This design comes from an exercise in tuning for small area on the open sky130 flow, not from production work. The RTL was checked by simulation tests, not by an equivalence proof against the original design. Power and IR drop assume default switching activity.

<file path="design/flow/run.sh">
#!/bin/bash
# synth_recipe.tcl (not shown) runs the flow's synth.tcl, then flattens the netlist and writes it again
# the make line also repeats each setting of config.mk as NAME=value (left out here)
make -C /OpenROAD-flow-scripts/flow DESIGN_CONFIG=/design/flow/config.mk WORK_HOME=/design/flow/orfs CLKGATE_MAP_FILE= SYNTH_SCRIPT=/design/flow/synth_recipe.tcl finish
</file>
<file path="design/flow/config.mk">
export PLATFORM = sky130hd
export DESIGN_NAME = checkers_top
export DESIGN_NICKNAME = checkers_top
export VERILOG_FILES = /design/flow/design.v
export SDC_FILE = /design/flow/constraint.sdc
export NUM_CORES = 4
export LEC_CHECK = 0
export CAP_MARGIN = 20
export CORE_MARGIN = 2
export CORE_UTILIZATION = 40
export PLACE_DENSITY = 0.6
export SLEW_MARGIN = 20
</file>
<file path="design/flow/constraint.sdc">
create_clock -name core_clock -period 10.0 [get_ports {clk}]
set_input_delay 2.0000 -clock core_clock [delete_from_list [all_inputs] [get_ports {clk}]]
set_output_delay 2.0000 -clock core_clock [all_outputs]
set_load 0.01 [all_outputs]
</file>
<file path="design/flow/design.v">
module getStatus(
    input [3:0] x_location,       
    input [3:0] y_location,       
    input [191:0] BoardState,     
    output reg [2:0] status       
);
    reg [5:0] index;   
		reg [2:0] result;
always @(*) begin
	index = (y_location) * 8 + (x_location);
	result = BoardState[index*3 +: 3];  
	status = result;
	end	
endmodule
module seven_segment (
input [3:0]i,
output reg [6:0]o
);
always@(*)
begin
   case (i)
     4'd0: o = 7'b1000000;
     4'd1: o = 7'b1111001;
     4'd2: o = 7'b0100100;
     4'd3: o = 7'b0110000;
     4'd4: o = 7'b0011001;
     4'd5: o = 7'b0010010;
     4'd6: o = 7'b0000010;
     4'd7: o = 7'b1111000;
     4'd8: o = 7'b0000000;
     4'd9: o = 7'b0010000;
     default: o = 7'b0000000;
   endcase
end
endmodule
module seven_segment_negative(i,o);
input i;
output reg [6:0]o;  
always@(*)
begin
   case (i)
    1'b1 : o = 7'b0111111;
    1'b0 : o = 7'b1111111;
   endcase
end
endmodule
module three_decimal_vals_w_neg (
input [3:0]val,
output [6:0]seg7_neg_sign,
output [6:0]seg7_dig0,
output [6:0]seg7_dig1,
output [6:0]seg7_dig2
);
reg [3:0] result_one_digit;
reg [3:0] result_ten_digit;
reg [3:0] result_hundred_digit;
reg result_is_negative;
always @(*) begin
	result_ten_digit = val[1];
	result_one_digit = val[0];
	result_hundred_digit = val[2];
	result_is_negative = 1'b0;
end
seven_segment dig2(result_hundred_digit,seg7_dig2);
seven_segment dig1(result_ten_digit,seg7_dig1);
seven_segment dig0(result_one_digit,seg7_dig0);
seven_segment_negative neg(result_is_negative,seg7_neg_sign);
endmodule
module selector (
    input clk,
    input rst,
    input s_rst,
    input submit,
    input [3:0] num,
    output reg [3:0] x1,
    output reg [3:0] y1,
    output reg [3:0] x2,
    output reg [3:0] y2,
    output reg done
);
reg [3:0] S;
reg [3:0] NS;
parameter START = 4'b0000,
    SET_x1 = 4'b0001,
    Debounce_1 = 4'b0010,
    SET_y1 = 4'b0011,
    Debounce_2 = 4'b0100,
    SET_x2 = 4'b0101,
    Debounce_3 = 4'b0110,
    SET_y2 = 4'b0111, 
    Debounce_4 = 4'b1000,
    DONE = 4'b1001;
always @(posedge clk or negedge rst) begin
    if (rst == 0)
        S <= START;
    else if (s_rst == 0)
        S <= START;
    else 
        S <= NS;
end
always @(*) begin
    case (S)
        START : begin
            if (submit == 0)  
                NS = SET_x1;
            else
                NS = START;
        end
        SET_x1 : begin
            if (submit == 1)
                NS = Debounce_1;
            else
                NS = SET_x1;
        end
        Debounce_1 : begin
            if (submit == 0)
                NS = SET_y1;
            else
                NS = Debounce_1; 
        end
        SET_y1 : begin
            if (submit == 1)
                NS = Debounce_2;
            else
                NS = SET_y1;
        end
        Debounce_2 : begin
            if (submit == 0)
                NS = SET_x2;
            else
                NS = Debounce_2;
        end
        SET_x2 : begin
            if (submit == 1)
                NS = Debounce_3;
            else
                NS = SET_x2;
        end
        Debounce_3 : begin
            if (submit == 0)
                NS = SET_y2;
            else
                NS = Debounce_3;
        end
        SET_y2 : begin
            if (submit == 1)
                NS = Debounce_4;
            else
                NS = SET_y2;
        end
        Debounce_4 : begin
            if (submit == 0)
                NS = DONE;
            else
                NS = Debounce_4; 
        end
        DONE : NS = DONE;
		  default : NS = START;
    endcase
end
always @(posedge clk or negedge rst) begin
    if (rst == 0) begin
        done <= 0;
        x1 <= 0;
        y1 <= 0;
        x2 <= 0;
        y2 <= 0;
    end
    else if (s_rst == 0) begin
        done <= 0;
        x1 <= 0;
        y1 <= 0;
        x2 <= 0;
        y2 <= 0;
    end
    else begin
        case (S)
            START : done <=0;
            SET_x1 : x1 <= num;
            Debounce_1 : done <= 0;
            SET_y1 : y1 <= num;
            Debounce_2 : done <= 0;
            SET_x2 : x2 <= num;
            Debounce_3 : done <= 0;
            SET_y2 : y2 <= num;
            Debounce_4 : done <= 0;
            DONE : done <= 1;
            default: done <= 0; 
        endcase
    end
end
endmodule
module PIECE_MOVER(
    input clk,
    input rst,
    input enable,
    input [191:0] BOARD,
    input Curr_Player_Turn,
    input [4:0] x_Selected,
    input [4:0] y_Selected,
    input [4:0] x_Target,
    input [4:0] y_Target,
    output reg [191:0] updated_board,
    output reg updated_Player_turn,  
    output reg done
);
    reg [7:0] S;
    reg [7:0] NS;
    wire [2:0] Select_Status;
    wire [2:0] Target_Status;
    parameter START = 8'd0,
              CHECK_PLAYER = 8'd1,
              CHECK_TARGET = 8'd2,
              CHECK_DISTANCE = 8'd3,
              REMOVE_SELECTED = 8'd4,
              PLACE_TARGET = 8'd5,
              REMOVE_CAPTURED = 8'd6,
              DONE = 8'd7,
              FAIL = 8'd8;
    localparam [191:0] INIT_BOARD = 192'b000010000010000010000010010000010000010000010000000010000010000010000010111000111000111000111000000111000111000111000111001000001000001000001000000001000001000001000001001000001000001000001000;
    reg [2:0] board_mem [0:63];
    always @(posedge clk or negedge rst) begin
        if (rst == 1'b0)
            S <= START;
        else
            S <= NS;
    end
    reg [5:0] distance;
    reg [5:0] x_distance, y_distance;
    always @(*) begin
        x_distance = 6'd0;
        y_distance = 6'd0;
        case (S)
            START: begin
                if (enable)
                    NS = CHECK_TARGET;
                else
                    NS = START;
            end
            CHECK_TARGET: begin
                if ((Select_Status != 3'b000) && (Select_Status != 3'b111) && (Target_Status == 3'b111))  
                    NS = CHECK_PLAYER;
                else
                    NS = FAIL;
            end
            CHECK_PLAYER: begin
                if (Curr_Player_Turn == 1) begin
                    if ((Select_Status == 3'b001) || (Select_Status == 3'b101))  
                        NS = CHECK_DISTANCE;
                    else
                        NS = FAIL;
                end else begin
                    if ((Select_Status == 3'b010) || (Select_Status == 3'b110))  
                        NS = CHECK_DISTANCE;
                    else
                        NS = FAIL;
                end
            end
            CHECK_DISTANCE: begin
                x_distance = (x_Selected > x_Target) ? (x_Selected - x_Target) : (x_Target - x_Selected);
                y_distance = (y_Selected > y_Target) ? (y_Selected - y_Target) : (y_Target - y_Selected);
                if (x_distance == 1 && y_distance == 1)
                    NS = REMOVE_SELECTED;  
                else if (x_distance == 2 && y_distance == 2)
                    NS = REMOVE_CAPTURED;  
                else
                    NS = FAIL;  
            end
            REMOVE_SELECTED: begin
                NS = PLACE_TARGET;
            end
            PLACE_TARGET: begin
                NS = DONE;
            end
            REMOVE_CAPTURED: begin
                NS = REMOVE_SELECTED;
            end
            DONE: begin
                NS = START;
            end
            FAIL: begin
                NS = START;
            end
            default: NS = START;
        endcase    
    end
    reg [191:0] next_board;
    reg [5:0] index_Target;
    reg [5:0] index_Selected;
    reg [5:0] removal_Index;
    reg [5:0] x_middle;
    reg [5:0] y_middle;
    always @(posedge clk or negedge rst) begin
        if (rst == 1'b0) begin
				updated_board <= INIT_BOARD;
            x_middle <=0;
            y_middle <=0;
            removal_Index <=0;
            board_mem[0] <= INIT_BOARD[2:0];
            board_mem[1] <= INIT_BOARD[5:3];
            board_mem[2] <= INIT_BOARD[8:6];
            board_mem[3] <= INIT_BOARD[11:9];
            board_mem[4] <= INIT_BOARD[14:12];
            board_mem[5] <= INIT_BOARD[17:15];
            board_mem[6] <= INIT_BOARD[20:18];
            board_mem[7] <= INIT_BOARD[23:21];
            board_mem[8] <= INIT_BOARD[26:24];
            board_mem[9] <= INIT_BOARD[29:27];
            board_mem[10] <= INIT_BOARD[32:30];
            board_mem[11] <= INIT_BOARD[35:33];
            board_mem[12] <= INIT_BOARD[38:36];
            board_mem[13] <= INIT_BOARD[41:39];
            board_mem[14] <= INIT_BOARD[44:42];
            board_mem[15] <= INIT_BOARD[47:45];
            board_mem[16] <= INIT_BOARD[50:48];
            board_mem[17] <= INIT_BOARD[53:51];
            board_mem[18] <= INIT_BOARD[56:54];
            board_mem[19] <= INIT_BOARD[59:57];
            board_mem[20] <= INIT_BOARD[62:60];
            board_mem[21] <= INIT_BOARD[65:63];
            board_mem[22] <= INIT_BOARD[68:66];
            board_mem[23] <= INIT_BOARD[71:69];
            board_mem[24] <= INIT_BOARD[74:72];
            board_mem[25] <= INIT_BOARD[77:75];
            board_mem[26] <= INIT_BOARD[80:78];
            board_mem[27] <= INIT_BOARD[83:81];
            board_mem[28] <= INIT_BOARD[86:84];
            board_mem[29] <= INIT_BOARD[89:87];
            board_mem[30] <= INIT_BOARD[92:90];
            board_mem[31] <= INIT_BOARD[95:93];
            board_mem[32] <= INIT_BOARD[98:96];
            board_mem[33] <= INIT_BOARD[101:99];
            board_mem[34] <= INIT_BOARD[104:102];
            board_mem[35] <= INIT_BOARD[107:105];
            board_mem[36] <= INIT_BOARD[110:108];
            board_mem[37] <= INIT_BOARD[113:111];
            board_mem[38] <= INIT_BOARD[116:114];
            board_mem[39] <= INIT_BOARD[119:117];
            board_mem[40] <= INIT_BOARD[122:120];
            board_mem[41] <= INIT_BOARD[125:123];
            board_mem[42] <= INIT_BOARD[128:126];
            board_mem[43] <= INIT_BOARD[131:129];
            board_mem[44] <= INIT_BOARD[134:132];
            board_mem[45] <= INIT_BOARD[137:135];
            board_mem[46] <= INIT_BOARD[140:138];
            board_mem[47] <= INIT_BOARD[143:141];
            board_mem[48] <= INIT_BOARD[146:144];
            board_mem[49] <= INIT_BOARD[149:147];
            board_mem[50] <= INIT_BOARD[152:150];
            board_mem[51] <= INIT_BOARD[155:153];
            board_mem[52] <= INIT_BOARD[158:156];
            board_mem[53] <= INIT_BOARD[161:159];
            board_mem[54] <= INIT_BOARD[164:162];
            board_mem[55] <= INIT_BOARD[167:165];
            board_mem[56] <= INIT_BOARD[170:168];
            board_mem[57] <= INIT_BOARD[173:171];
            board_mem[58] <= INIT_BOARD[176:174];
            board_mem[59] <= INIT_BOARD[179:177];
            board_mem[60] <= INIT_BOARD[182:180];
            board_mem[61] <= INIT_BOARD[185:183];
            board_mem[62] <= INIT_BOARD[188:186];
            board_mem[63] <= INIT_BOARD[191:189];
            updated_Player_turn <= 1'b1;  
            done <= 0;
        end else begin
            case (S)
                START: begin
                    index_Selected <= ((y_Selected) * 8 + x_Selected);  
                    index_Target <= ((y_Target) * 8 + x_Target);      
                    board_mem[0] <= BOARD[2:0];
                    board_mem[1] <= BOARD[5:3];
                    board_mem[2] <= BOARD[8:6];
                    board_mem[3] <= BOARD[11:9];
                    board_mem[4] <= BOARD[14:12];
                    board_mem[5] <= BOARD[17:15];
                    board_mem[6] <= BOARD[20:18];
                    board_mem[7] <= BOARD[23:21];
                    board_mem[8] <= BOARD[26:24];
                    board_mem[9] <= BOARD[29:27];
                    board_mem[10] <= BOARD[32:30];
                    board_mem[11] <= BOARD[35:33];
                    board_mem[12] <= BOARD[38:36];
                    board_mem[13] <= BOARD[41:39];
                    board_mem[14] <= BOARD[44:42];
                    board_mem[15] <= BOARD[47:45];
                    board_mem[16] <= BOARD[50:48];
                    board_mem[17] <= BOARD[53:51];
                    board_mem[18] <= BOARD[56:54];
                    board_mem[19] <= BOARD[59:57];
                    board_mem[20] <= BOARD[62:60];
                    board_mem[21] <= BOARD[65:63];
                    board_mem[22] <= BOARD[68:66];
                    board_mem[23] <= BOARD[71:69];
                    board_mem[24] <= BOARD[74:72];
                    board_mem[25] <= BOARD[77:75];
                    board_mem[26] <= BOARD[80:78];
                    board_mem[27] <= BOARD[83:81];
                    board_mem[28] <= BOARD[86:84];
                    board_mem[29] <= BOARD[89:87];
                    board_mem[30] <= BOARD[92:90];
                    board_mem[31] <= BOARD[95:93];
                    board_mem[32] <= BOARD[98:96];
                    board_mem[33] <= BOARD[101:99];
                    board_mem[34] <= BOARD[104:102];
                    board_mem[35] <= BOARD[107:105];
                    board_mem[36] <= BOARD[110:108];
                    board_mem[37] <= BOARD[113:111];
                    board_mem[38] <= BOARD[116:114];
                    board_mem[39] <= BOARD[119:117];
                    board_mem[40] <= BOARD[122:120];
                    board_mem[41] <= BOARD[125:123];
                    board_mem[42] <= BOARD[128:126];
                    board_mem[43] <= BOARD[131:129];
                    board_mem[44] <= BOARD[134:132];
                    board_mem[45] <= BOARD[137:135];
                    board_mem[46] <= BOARD[140:138];
                    board_mem[47] <= BOARD[143:141];
                    board_mem[48] <= BOARD[146:144];
                    board_mem[49] <= BOARD[149:147];
                    board_mem[50] <= BOARD[152:150];
                    board_mem[51] <= BOARD[155:153];
                    board_mem[52] <= BOARD[158:156];
                    board_mem[53] <= BOARD[161:159];
                    board_mem[54] <= BOARD[164:162];
                    board_mem[55] <= BOARD[167:165];
                    board_mem[56] <= BOARD[170:168];
                    board_mem[57] <= BOARD[173:171];
                    board_mem[58] <= BOARD[176:174];
                    board_mem[59] <= BOARD[179:177];
                    board_mem[60] <= BOARD[182:180];
                    board_mem[61] <= BOARD[185:183];
                    board_mem[62] <= BOARD[188:186];
                    board_mem[63] <= BOARD[191:189];
                    done <= 0;
                end
                CHECK_PLAYER : begin
                    x_middle <= (x_Target + x_Selected) >> 1;
                    y_middle <= (y_Target + y_Selected) >> 1;
                end
                CHECK_DISTANCE : begin
                    removal_Index <= y_middle * 8 + x_middle;
                end
                REMOVE_SELECTED: begin
                    board_mem[index_Selected] <= 3'b111;  
                end
                PLACE_TARGET: begin
                    if ((index_Target == 0) || (index_Target == 1) || (index_Target == 2) || (index_Target == 3) || (index_Target == 4) || (index_Target == 5) || (index_Target == 6) || (index_Target == 7) || (index_Target == 57) || (index_Target == 58) || (index_Target == 59) || (index_Target == 60) || (index_Target == 61) || (index_Target == 62) || (index_Target == 63))  
                        begin
                            if (Select_Status[1] == 1)  
                                begin
                                    board_mem[index_Target] <= 3'b110;    
                                end
                            else  
                                begin
                                    board_mem[index_Target] <= 3'b101;
                                end
                            end
                    else 
                        begin
                            board_mem[index_Target] <= Select_Status;  
                        end                            
                end
                REMOVE_CAPTURED: begin
                        if (board_mem[removal_Index] != 3'b000) begin
                            board_mem[removal_Index] <= 3'b111;  
                        end
                end
                DONE: begin
                    done <= 1;
                    updated_Player_turn <= !Curr_Player_Turn;  
                    updated_board[2:0]     <= board_mem[0];
                    updated_board[5:3]     <= board_mem[1];
                    updated_board[8:6]     <= board_mem[2];
                    updated_board[11:9]    <= board_mem[3];
                    updated_board[14:12]   <= board_mem[4];
                    updated_board[17:15]   <= board_mem[5];
                    updated_board[20:18]   <= board_mem[6];
                    updated_board[23:21]   <= board_mem[7];
                    updated_board[26:24]   <= board_mem[8];
                    updated_board[29:27]   <= board_mem[9];
                    updated_board[32:30]   <= board_mem[10];
                    updated_board[35:33]   <= board_mem[11];
                    updated_board[38:36]   <= board_mem[12];
                    updated_board[41:39]   <= board_mem[13];
                    updated_board[44:42]   <= board_mem[14];
                    updated_board[47:45]   <= board_mem[15];
                    updated_board[50:48]   <= board_mem[16];
                    updated_board[53:51]   <= board_mem[17];
                    updated_board[56:54]   <= board_mem[18];
                    updated_board[59:57]   <= board_mem[19];
                    updated_board[62:60]   <= board_mem[20];
                    updated_board[65:63]   <= board_mem[21];
                    updated_board[68:66]   <= board_mem[22];
                    updated_board[71:69]   <= board_mem[23];
                    updated_board[74:72]   <= board_mem[24];
                    updated_board[77:75]   <= board_mem[25];
                    updated_board[80:78]   <= board_mem[26];
                    updated_board[83:81]   <= board_mem[27];
                    updated_board[86:84]   <= board_mem[28];
                    updated_board[89:87]   <= board_mem[29];
                    updated_board[92:90]   <= board_mem[30];
                    updated_board[95:93]   <= board_mem[31];
                    updated_board[98:96]   <= board_mem[32];
                    updated_board[101:99]  <= board_mem[33];
                    updated_board[104:102] <= board_mem[34];
                    updated_board[107:105] <= board_mem[35];
                    updated_board[110:108] <= board_mem[36];
                    updated_board[113:111] <= board_mem[37];
                    updated_board[116:114] <= board_mem[38];
                    updated_board[119:117] <= board_mem[39];
                    updated_board[122:120] <= board_mem[40];
                    updated_board[125:123] <= board_mem[41];
                    updated_board[128:126] <= board_mem[42];
                    updated_board[131:129] <= board_mem[43];
                    updated_board[134:132] <= board_mem[44];
                    updated_board[137:135] <= board_mem[45];
                    updated_board[140:138] <= board_mem[46];
                    updated_board[143:141] <= board_mem[47];
                    updated_board[146:144] <= board_mem[48];
                    updated_board[149:147] <= board_mem[49];
                    updated_board[152:150] <= board_mem[50];
                    updated_board[155:153] <= board_mem[51];
                    updated_board[158:156] <= board_mem[52];
                    updated_board[161:159] <= board_mem[53];
                    updated_board[164:162] <= board_mem[54];
                    updated_board[167:165] <= board_mem[55];
                    updated_board[170:168] <= board_mem[56];
                    updated_board[173:171] <= board_mem[57];
                    updated_board[176:174] <= board_mem[58];
                    updated_board[179:177] <= board_mem[59];
                    updated_board[182:180] <= board_mem[60];
                    updated_board[185:183] <= board_mem[61];
                    updated_board[188:186] <= board_mem[62];
                    updated_board[191:189] <= board_mem[63];
                end
                FAIL: begin
                    done <= 1;
                    updated_Player_turn <= Curr_Player_Turn;
                    updated_board <= BOARD;  
                end
                default: ;
            endcase
        end
    end
    getStatus Select_Get(
        x_Selected,
        y_Selected,
        BOARD,
        Select_Status
    );
    getStatus Target_Get(
        x_Target,
        y_Target,
        BOARD,
        Target_Status
    );
endmodule
module BOARD_DRAWER (
    input clk,
    input rst,
    input [191:0]Board,
    output reg [14:0]the_vga_draw_frame_write_mem_address,  
    output reg [23:0]the_vga_draw_frame_write_mem_data,  
    output reg the_vga_draw_frame_write_a_pixel,  
    input enabled
);
reg [3:0]S;
reg [3:0]NS;
reg [14:0]IDX;  
reg [23:0] color;
wire [2:0] status;
reg [3:0] X;  
reg [3:0] Y;  
reg [14:0] counter;
parameter START = 4'd0,
    SET_ADDRESS = 4'd1,
    CONVERT_IDX = 4'd2,
    SET_COLOR = 4'd3,
    ENABLE_WRITE = 4'd4,
    DISABLE_WRITE = 4'd5,
    IDX_UP = 4'd6,
    CHECK_COLOR = 4'd7,
	 WAIT = 4'd8;
always @(posedge clk or negedge rst)
begin
	if (rst == 1'b0)
		S <= START;
	else
			S <= NS;
end
always @(*) begin
    case (S)
        START : NS = SET_ADDRESS;
		  SET_ADDRESS : NS = CONVERT_IDX;
        CONVERT_IDX : NS = CHECK_COLOR;
        CHECK_COLOR : NS = SET_COLOR;
        SET_COLOR : begin
            if ((enabled))  
                NS = ENABLE_WRITE;
            else begin
                if (enabled)  
                    NS = SET_COLOR;  
                else
                    NS = IDX_UP;  
            end
                end
        ENABLE_WRITE : NS = WAIT;
        WAIT : begin
		  if (counter >= 2)
			NS = DISABLE_WRITE;
		  else
			NS = WAIT;
		  end
		  DISABLE_WRITE : NS = IDX_UP;
        IDX_UP : NS = SET_ADDRESS;
        default : NS = START;
    endcase
end
getStatus g1 (
	.x_location(X),
	.y_location(Y),
   .BoardState(Board),
   .status(status)
);
reg [10:0] Y_step;
always @(posedge clk or negedge rst) begin
    if (rst == 1'b0) begin
		IDX <= 15'd0;  
        color <= 24'h000000;  
        the_vga_draw_frame_write_mem_address <= 15'd0;  
		the_vga_draw_frame_write_mem_data <= 24'd0;  
		the_vga_draw_frame_write_a_pixel <= 1'b0;  
		counter <= 6'd0;
		X <= 7;
		Y <= 7;
	end
    else begin
        case (S)
            START : begin
                the_vga_draw_frame_write_a_pixel <= 1'b0;
                IDX <= 15'd0;  
            end
            SET_ADDRESS : begin
                the_vga_draw_frame_write_mem_address <= IDX;
					 Y_step <= IDX % 120;
            end
            CONVERT_IDX : begin  
					if (Y_step < 15) begin
						Y <= 0;
						end
					else 
						if (Y_step > 14 && Y_step < 30) begin
							Y <= 1;
							end
						else
							if (Y_step > 29 && Y_step < 45) begin
								Y <= 2;
								end
							else
								if (Y_step > 44 && Y_step < 60) begin
									Y <= 3;
									end
								else
									if (Y_step > 59 && Y_step < 75) begin
										Y <= 4;
										end
									else
										if (Y_step > 74 && Y_step < 90) begin
											Y <= 5;
											end
										else
											if (Y_step > 89 && Y_step < 105) begin
												Y <= 6;
												end
											else begin
												Y <= 7;
												end
					if (IDX < 1801) begin
						X <= 0;
						end
					else 
						if (IDX > 1800 && IDX < 3601) begin
							X <= 1;
							end
						else
							if (IDX > 3600 && IDX < 5401) begin
								X <= 2;
								end
							else
								if (IDX > 5400 && IDX < 7201) begin
									X <= 3;
									end
								else
									if (IDX > 7200 && IDX < 9001) begin
										X <= 4;
										end
									else
										if (IDX > 9000 && IDX < 10801) begin
											X<= 5;
											end
										else
											if (IDX > 10800 && IDX < 12601) begin
												X<= 6;
												end
											else begin
												X<= 7;
												end 
            end
            SET_COLOR : begin
					case (status)
					  3'b000: color <= 24'hFFFFFF;  
					  3'b001: color <= 24'h98f5f9;  
					  3'b010: color <= 24'hfe5c5e;  
					  3'b101: color <= 24'h3f97fc;  
					  3'b110: color <= 24'hd80305;  
					  3'b111: color <= 24'h000000;  
					  default : color <= 24'h123123;  
				 endcase
			end
            CHECK_COLOR : begin
                the_vga_draw_frame_write_mem_data <= color;
            end
            ENABLE_WRITE : begin
					the_vga_draw_frame_write_a_pixel <= 1'b1;
                    counter <= 6'd0;
            end
            WAIT : counter <= counter + 6'd1;
            DISABLE_WRITE : begin
                the_vga_draw_frame_write_a_pixel <= 1'b0;
            end
            IDX_UP : begin
                if (IDX > 15'd14400)  
                    IDX <= 15'd0;
                else
                    IDX <= IDX + 15'd1 ;
            end
        endcase
    end
end
endmodule
module checkers_top (
    input             clk,            
    input             rst_n,          
    input             draw_n,         
    input             submit_n,       
    input      [3:0]  sw,             
    output     [6:0]  hex0,           
    output     [6:0]  hex1,           
    output     [6:0]  hex2,           
    output     [6:0]  hex3,           
    output     [9:0]  ledr,           
    output     [14:0] fb_addr,        
    output     [23:0] fb_data,        
    output            fb_we           
);
reg [191:0] BOARD;
wire rst;
assign rst = rst_n;
wire [14:0] adrr;
wire [23:0] framedraw;
wire en;
reg up;
wire enabled;
assign enabled = !draw_n || up;
assign ledr = adrr;
assign fb_addr = adrr;
assign fb_data = framedraw;
assign fb_we = en;
BOARD_DRAWER b1(
    clk,
    rst,
    BOARD,
    adrr,
    framedraw,
    en,
    enabled
	);
reg Curr_Player_Turn;
three_decimal_vals_w_neg display(
    {3'b000, Curr_Player_Turn},
    hex3,
    hex0,
    hex1,
    hex2
);
reg start_move;
wire move_done;
wire [191:0] updated_board;
wire corrected_Player_Turn;
wire [3:0] x1;
wire [3:0] y1;
wire [3:0] x2;
wire [3:0] y2;
wire Selector_done;
PIECE_MOVER p1(
    clk,
    rst,                      
    start_move,               
    BOARD,       
	Curr_Player_Turn,  
	{1'b0, x1},        
    {1'b0, y1},        
    {1'b0, x2},        
    {1'b0, y2},        
    updated_board,  
	corrected_Player_Turn,  
    move_done                
);
wire [3:0] num;
assign num = sw;
reg s_rst;
wire submit;
assign submit = !submit_n;
selector s1(
    clk,  
    rst,  
    s_rst,  
    submit,  
    num,  
    x1, 
    y1,
    x2,
    y2,
    Selector_done
);
reg [3:0] S;
reg [3:0] NS;
parameter StartState = 4'b0000 ,
	RUN_SELECTOR = 4'b0001,
	WAIT_SELECTOR = 4'b0011,
	RUN_PIECE_MOVER = 4'b0100,
	WAIT_MOVE = 4'b0101,
	UPDATE_BOARD = 4'b0110,
	DRAW_BOARD = 4'b0111,
	WAIT_DRAW = 4'b1000,
	DRAW_DONE = 4'b1001;
always @(posedge clk or negedge rst) begin
	if (rst == 0)
		S <= StartState;
	else
		S <= NS;
end
reg [20:0] wait_Counter;
always @(*) begin
	case (S)
		StartState : NS = RUN_SELECTOR;
		RUN_SELECTOR : NS = WAIT_SELECTOR;
		WAIT_SELECTOR : begin
			if (Selector_done)
				NS = RUN_PIECE_MOVER;
			else
				NS = WAIT_SELECTOR;
		end
		RUN_PIECE_MOVER : NS = WAIT_MOVE;
		WAIT_MOVE : begin
			if (move_done)
				NS = UPDATE_BOARD;
			else
				NS = WAIT_MOVE;
		end
		UPDATE_BOARD : NS = DRAW_BOARD;
		DRAW_BOARD : NS = WAIT_DRAW;
		WAIT_DRAW : begin
			if (wait_Counter > 20'd150000)
				NS = DRAW_DONE;
			else
				NS = WAIT_DRAW;
		end
		DRAW_DONE : NS = StartState;
		default: NS = StartState;
	endcase
end
always @(posedge clk or negedge rst) begin
	if (rst == 1'b0) begin
		s_rst <= 0;  
		start_move <= 0;  
		up <= 0;
		Curr_Player_Turn <= 1;  
		BOARD <= 192'b000010000010000010000010010000010000010000010000000010000010000010000010111000111000111000111000000111000111000111000111001000001000001000001000000001000001000001000001001000001000001000001000;
	end
	else begin
		case (S)
			StartState : begin
				s_rst <= 0;  
			end
			RUN_SELECTOR : begin
				s_rst <= 1;  
			end
			WAIT_SELECTOR : start_move <= 0;  
			RUN_PIECE_MOVER : start_move <= 1;  
			WAIT_MOVE : start_move <= 0;  
			UPDATE_BOARD : begin
				BOARD <= updated_board;
				Curr_Player_Turn <= corrected_Player_Turn;
			end
			DRAW_BOARD :begin
				up <= 1;  
				wait_Counter <= 0;
			end
			WAIT_DRAW : wait_Counter <= wait_Counter +1;
			DRAW_DONE : up <= 0;  
			default: up <= 0;
		endcase
	end
end
endmodule
</file>
==> run summary <==
==> Yosys cell counts, types with 18 or more instances <==
library cell,instances
a21oi_1,393
a22oi_1,209
a31oi_1,24
and2_1,18
buf_1,19
buf_4,47
clkbuf_1,267
dfrtp_1,566
dfstp_2,152
edfxtp_1,44
ha_1,36
inv_1,170
mux2_2,299
mux2i_1,140
mux4_2,131
nand2_1,674
nand2b_1,27
nand3_1,89
nand4_1,52
nor2_1,152
nor2b_1,45
nor3_1,40
nor4_1,80
o211ai_1,24
o21ai_0,155
o31ai_1,20
xnor2_1,18
xor2_1,20
==> through the flow <==
stage                     instances  power (W)
after global routing           5539    0.00871
final                          5540    0.00840
after detailed placement       5380    0.00509
after CTS                      5538    0.00841
after floorplan                4188    0.00449
after global placement         5379    0.00508
==> cell families after synthesis <==
group                    Yosys count  synth area share
multiplexers                     573             0.184
adder cells (fa/ha/maj)           44            0.0140
flip-flops                       762             0.461
AND/OR/NAND/NOR                 1249             0.135
XOR/XNOR                          38           0.00788
AO/OA/AOI/OAI                    985             0.148
other                              2          0.000178
buffers and inverters            513            0.0501
==> routing by layer <==
| layer | vias to the layer above | global-route usage |
|---|---|---|
| met2 | 1780 | 0.368 |
| li1 | 14900 | - |
| met5 | - | 0 |
| met4 | 6 | 0.120 |
| met1 | 17200 | 0.348 |
| met3 | 386 | 0.0588 |
==> sequential cells by signal, summed over array words and instances, names as in the netlist, 19 cells and up <==
register,flops
p1.board_mem,192
BOARD,192
b1.color,19
p1.updated_board,192
b1.the_vga_draw_frame_write_mem_data,19
wait_Counter,21
==> final cells by class <==
class	count	area [um2]	area share
Inverter	173	649	0.0138
Tap cell	1391	1740	0.0370
Antenna cell	1	2.50	0.0000531
Clock buffer	128	2590	0.0550
Multi-Input combinational cell	2913	21000	0.445
Clock inverter	30	367	0.00778
Timing Repair Buffer	142	1280	0.0273
Sequential cell	762	19500	0.414
==> critical path, delay by kind of cell, from the launching register on <==
kind	cells	cell delay, ns
mux	1	0.30
compound gates	8	2.19
fa+ha+maj	1	0.24
buf+inv	1	0.13
flops	1	0.85
simple gates	7	1.98
==> power by group through the flow <==
stage               Sequential, W  Clock [W]  Combinational [W]
finish                    0.00351    0.00332            0.00156
global route              0.00354    0.00349            0.00168
CTS                       0.00351    0.00336            0.00153
detailed placement        0.00356          0            0.00152
global placement          0.00356          0            0.00152
floorplan                 0.00346          0            0.00104
==> path summary, 6_finish.rpt <==
check	depth (start not counted)	endpoint	slack (ns)
min in group asynchronous	1	p1.updated_board[179]$_DFFE_PN0P_	1.29
worst min-delay path	2	p1.updated_board[101]$_DFFE_PN1P_	0.45
worst min register to register	2	p1.updated_board[101]$_DFFE_PN1P_	0.45
max in group asynchronous	3	s1.x1[0]$_DFFE_PN0P_	6.49
worst max register to register	18	b1.Y_step[10]$_DFFE_PP_	4.18
worst max-delay path	18	b1.Y_step[10]$_DFFE_PP_	4.18
==> results.cfg <==
[setup_path]
cp_max_fo = 25
cp_slowest_cell = dfrtp_1
crit_required_ns = 10.52
worstSetupStartpoint = b1.IDX[11]$_DFFE_PN0N_
critical_path_class = flop to flop
r2r_start = b1.IDX[11]$_DFFE_PN0N_
endpoint_kind = flop
critPathMaxStageDelay_ns = 0.85
startpoint_type = flop
crit_arrival_ns = 6.34
path_cells = nand3_2 -> inv_1 -> ha_1 -> nand3b_1 -> o221a_4 -> or2_4 -> a311oi_1 -> o2bb2ai_2 -> and3b_1 -> mux2i_4 -> and2_1 -> a32o_1 -> o21ai_1 -> o31ai_4 -> o22ai_2 -> a21o_2 -> or3b_1 -> nand3_1

[drt]
vias_per_cell = 6.18
ant_nets = 0
drtPass1Iterations = 10
routed_wl_um = 137000
wl_met2_um = 60100
wl_met3_um = 13000
vias = 34300
wire_per_inst_um = 24.7
drt_iter0_drc = 4624
wl_met1_um = 56700
drcViolationCount = 0
topRoutingLayerUsed = met5

[timing]
rsz0062_at_grt = no
period_share = 0.582
timing.fmax_ghz = 0.172
setup_viol = 0
tightest_slew_ns = 1.20
slew_violations = 0
fin_tns_setup_ns = 0
period_minus_slack_ns = 5.82
worst_hold_slack_ns = 0.454
final_hold_viol_count = 0
fin_ws_ns = 4.18
slew_headroom = 0.190
skew_ns = 0.0299

[power]
p_seq_frac = 0.418
switching_share = 0.301
ir_drop_mv = 0.201
p_comb_frac = 0.186
p_leak_nw = 21.1
p_per_area_mw_per_mm2 = 178
intPower_w = 0.00587
clockPowerShare = 0.396
switchingPower_w = 0.00253

[synth]
synth_cell_types = 111
avgSynthCellArea_um2 = 10.1
synth_top_cell_area_share = 0.335
ys_seq_area_frac = 0.461
syn_area_mm2 = 0.0422
synth_cells = 4166
synth_ff_type = dfrtp_1
ys_top_cells_by_area = dfrtp_1 34%, dfstp_2 9.5%, mux2_2 8.0%
ys_ff_latch = 762
yosysTopAreaCell = dfrtp_1
yosys_warnings = 13
synthArstFlopShare = 0.942
synth_edf_count = 44

[cts]
clockBufferDepth = 3
cts_resized = 0
cts_tree = done
cts.sinks = 762
cts_setup_buffers = 0
cts.root.buffer_cell = clkbuf_16
htree_levels = 3
cts-hold-fix-buffers = 0
numCtsBuffers = 85
clk_pin_slew_ns = 0.06
clk_latency_ns = 0.67

[global_routing]
antenna_found_initial = 4
grt_pass1_wl_um = 210000
overflow = 0
grtUsageTotal = 0.250
grt_max_degree = 158
first_global_vias = 32900

[hold_path]
worstHoldStart = p1.updated_board[101]$_DFFE_PN1P_
hp-class = flop to flop

[cells_and_area]
nets = 4127
fin_area_mm2 = 0.0471
mostFrequentLayoutCell = nand2_1
layout_common_cells = 670 x nand2_1, 563 x dfrtp_1, 392 x a21oi_1
num-fill-cells = 9790
syn_to_final_growth_pct = 11.5
drive_above_1_share = 0.214
final_util = 0.449

[floorplan]
die_width_um = 329
die_area_mm2 = 0.108
ios = 86
rows = 119
die_height_um = 329
start_util = 0.402
fp.coreArea_mm2 = 0.105

[placed_design]
dpl_worst_slack_ns = 4.23
gp_congestion = 0.940
dp.final_hpwl_um = 88900
portBuffers = 61
placed_area_mm2 = 0.0441

[run]
drv_cap = 0

[run_status]
status = complete, no violations

-- static timing again, ports no longer ideal --
Ports are ideal in the flow. The routed layout listed here was re-timed in OpenROAD. Step 1, drivers: a clkbuf_16 drives clk and a buf_2 each remaining input, both assumed. Step 2 also shifts input and output timing later by t, the mid clock arrival at the registers, as if the neighbouring blocks saw the same clock. Slacks: ideal / step 1 / step 2; pairs: ideal / step 1.
t (ns): 0.724
slack for setup (ns): 4.177 / 4.177 / 4.177
worst hold slack (ns): 0.454 / 0.454 / 0.454
worst setup path at the end: register to register
pins driven straight from the clock port: 1
After both steps this run still meets setup and hold. For this run, drivers alone change the setup slack by 0.000 ns; drivers and shift together by 0.000 ns.
